This design comes from an exercise in tuning for small area and a short achievable clock period on the open sky130 flow, not from production work.
Only simulation tests tie the RTL to the original design; equivalence was not proved.
Power and IR drop assume default switching activity.

run A:
==> flow/design.v (excerpt) <==
module simd_vector_mac (
    input clk,
    input rst_n,
    input valid_i,
    input start_i,
    input last_i,
    input [63:0] A,
    input [63:0] B,
    output vector_mac_valid_o,
    output [37:0] vector_mac_data_o
);
    logic [3:0] v_p, s_p, l_p;   
    logic [3:0] clr;   
    wire one1;
    wire two2;
    wire bp3;
    wire bp4;
    wire bp5;
    wire bp6;
    wire bp7;
    wire bp8;
    wire bp9;
    wire bp10;
    wire bp11;
    wire bp12;
    wire bp13;
    wire bp14;
    wire bp15;
    wire bp16;
    wire bp17;
    wire bp18;
    wire bp19;
    wire bn20;
    wire one21;
    wire two22;
    wire bp23;
    wire bp24;
    wire bp25;
    wire bp26;
    wire bp27;
    wire bp28;
    wire bp29;
    wire bp30;
    wire bp31;
    wire bp32;
    wire bp33;
    wire bp34;
    wire bp35;
    wire bp36;
    wire bp37;
    wire bp38;
    wire bp39;
    wire bn40;
    wire one41;
    wire two42;
    wire bp43;
    wire bp44;
    wire bp45;
    wire bp46;
    wire bp47;
    wire bp48;
    wire bp49;
    wire bp50;
    wire bp51;
    wire bp52;
    wire bp53;
    wire bp54;
    wire bp55;
    wire bp56;
    wire bp57;
    wire bp58;
    wire bp59;
    wire bn60;
    wire one61;
    wire two62;
    wire bp63;
    wire bp64;
    wire bp65;
    wire bp66;
    wire bp67;
    wire bp68;
    wire bp69;
    wire bp70;
    wire bp71;
    wire bp72;
    wire bp73;
    wire bp74;
    wire bp75;
    wire bp76;
    wire bp77;
    wire bp78;
    wire bp79;
    wire bn80;
    wire one81;
    wire two82;
    wire bp83;
    wire bp84;
    wire bp85;
    wire bp86;
    wire bp87;
    wire bp88;
    wire bp89;
    wire bp90;
    wire bp91;
    wire bp92;
    wire bp93;
    wire bp94;
    wire bp95;
    wire bp96;
    wire bp97;
    wire bp98;
    wire bp99;
    wire bn100;
    wire one101;
    wire two102;
    wire bp103;
    wire bp104;
    wire bp105;
    wire bp106;
    wire bp107;
    wire bp108;
    wire bp109;
  ...
Size: about 3800 cells after synthesis, about 170 I/O pins, about 0.041 mm² of cells after synthesis.
Settings: LEC_CHECK=0, ABC_AREA=1, CAP_MARGIN=20, CORE_MARGIN=2, CORE_UTILIZATION=40, PLACE_DENSITY=0.8, SETUP_SLACK_MARGIN=2.3, SLEW_MARGIN=20; clock period 4.5 ns.
standard.sh (not shown) runs the stock make flow with config.mk's settings and CLKGATE_MAP_FILE= SYNTH_SCRIPT=/design/flow/synth_recipe.tcl, a recipe that flattens the netlist after the stock synthesis.
==> flow/flow/run.sh <==
#!/bin/bash
# Standard layout, with one netlist step between synthesis and floorplan: bubble2.py chooses the
# polarity of the full-adder cells, fa(~a,~b,~c) = ~fa(a,b,c), and of gates that have a
# complemented twin, so that the netlist needs fewer inverters. Registers are not touched.
# Port buffers are buf_2 cells instead of the delay cells buffer_ports picks by itself.
set -euo pipefail
R=$PWD/orfs/results/$FLOW_PLATFORM/simd_vector_mac/base
LIB=$FLOW_HOME/platforms/$FLOW_PLATFORM/lib/sky130_fd_sc_hd__tt_025C_1v80.lib
bash standard.sh "$R/1_2_yosys.v" > synth.log 2>&1
cp "$R/1_2_yosys.v" "$PWD/1_2_yosys_standard.v"
python3 flow/bubble2.py "$LIB" "$PWD/1_2_yosys_standard.v" "$R/1_2_yosys.v" > bubble.log 2>&1
export BUFFER_PORTS_ARGS="-buffer_cell sky130_fd_sc_hd__buf_2"
bash standard.sh finish > layout.log 2>&1
Other scripts of this flow, unchanged in this note and not shown: flow/flow/bubble2.py
Run A finished every stage and its layout cleared the timing, DRC and antenna checks.
[inputs] run B vs run A
--- a/flow/design.v
+++ b/flow/design.v
@@ -648,15 +648,15 @@
     wire bp635;
     wire bp636;
     wire bp637;
     wire bp638;
     wire bp639;
     wire bn640;
     logic [37:0] acc_s, acc_c;   
-    logic acc_zero;   
+    wire acc_zero = s_p[3] | clr[3];   
     wire [37:0] as_g = acc_zero ? '0 : acc_s;
     wire [37:0] ac_g = acc_zero ? '0 : acc_c;
     wire s641;
     wire c642;
     wire s643;
     wire c644;
     wire s645;
@@ -5002,17 +5002,14 @@
         t7_65 <= c1676 & v_p[2];
         t7_66 <= v_p[2];
         t7_67 <= v_p[2];
         t7_68 <= v_p[2];
         t7_69 <= v_p[2];
         t7_70 <= v_p[2];
     end
-    always_ff @(posedge clk or negedge rst_n)
-        if (!rst_n) acc_zero <= 1'b1;
-        else        acc_zero <= s_p[2] | clr[2];
     always_ff @(posedge clk) begin
         acc_s <= row0;
         acc_c <= row1;
     end
     logic [37:0] res_d;
     logic res_v, out_v;
     always_ff @(posedge clk or negedge rst_n)
==> notes.md <==
- Run A -> run B: sequential cell count flat
- Wire: run B routes less than run A
- Compared with run A, in run B non-clock buffer count in the final layout lower; internal power lower; post-route cell area lower; sequential share of layout area higher.

-- re-timing with driven ports --
In the flow no input, the clock included, has a driving cell. The finished layouts below were timed again as built, in two steps. Step 1 (the two cells are an assumption about what drives the block):
set clk [get_ports {clk}]
set_driving_cell -lib_cell sky130_fd_sc_hd__clkbuf_16 $clk
set_driving_cell -lib_cell sky130_fd_sc_hd__buf_2 [delete_from_list [all_inputs] $clk]
Step 2 also shifts input and output timing later by t, the mid clock arrival at the registers, as if the neighbouring blocks saw the same clock. Three values: ideal, step 1, step 2; two values: the first two.
run | t, ns | setup slack, ns | hold slack, ns | slew at the worst register clock pin (ns) | worst slew at a driven data input, ns
run A | 0.698 | 2.109 / 2.109 / 1.580 | 0.114 / 0.070 / 0.340 | 0.07 / 0.07 | 0.10
run B | 0.710 | 2.195 / 2.195 / 1.572 | 0.119 / 0.076 / 0.334 | 0.07 / 0.07 | 0.09
After both steps every run listed still meets setup and hold. For run B, which loses most, drivers alone change the setup slack by 0.000 ns; drivers and shift together by -0.623 ns.
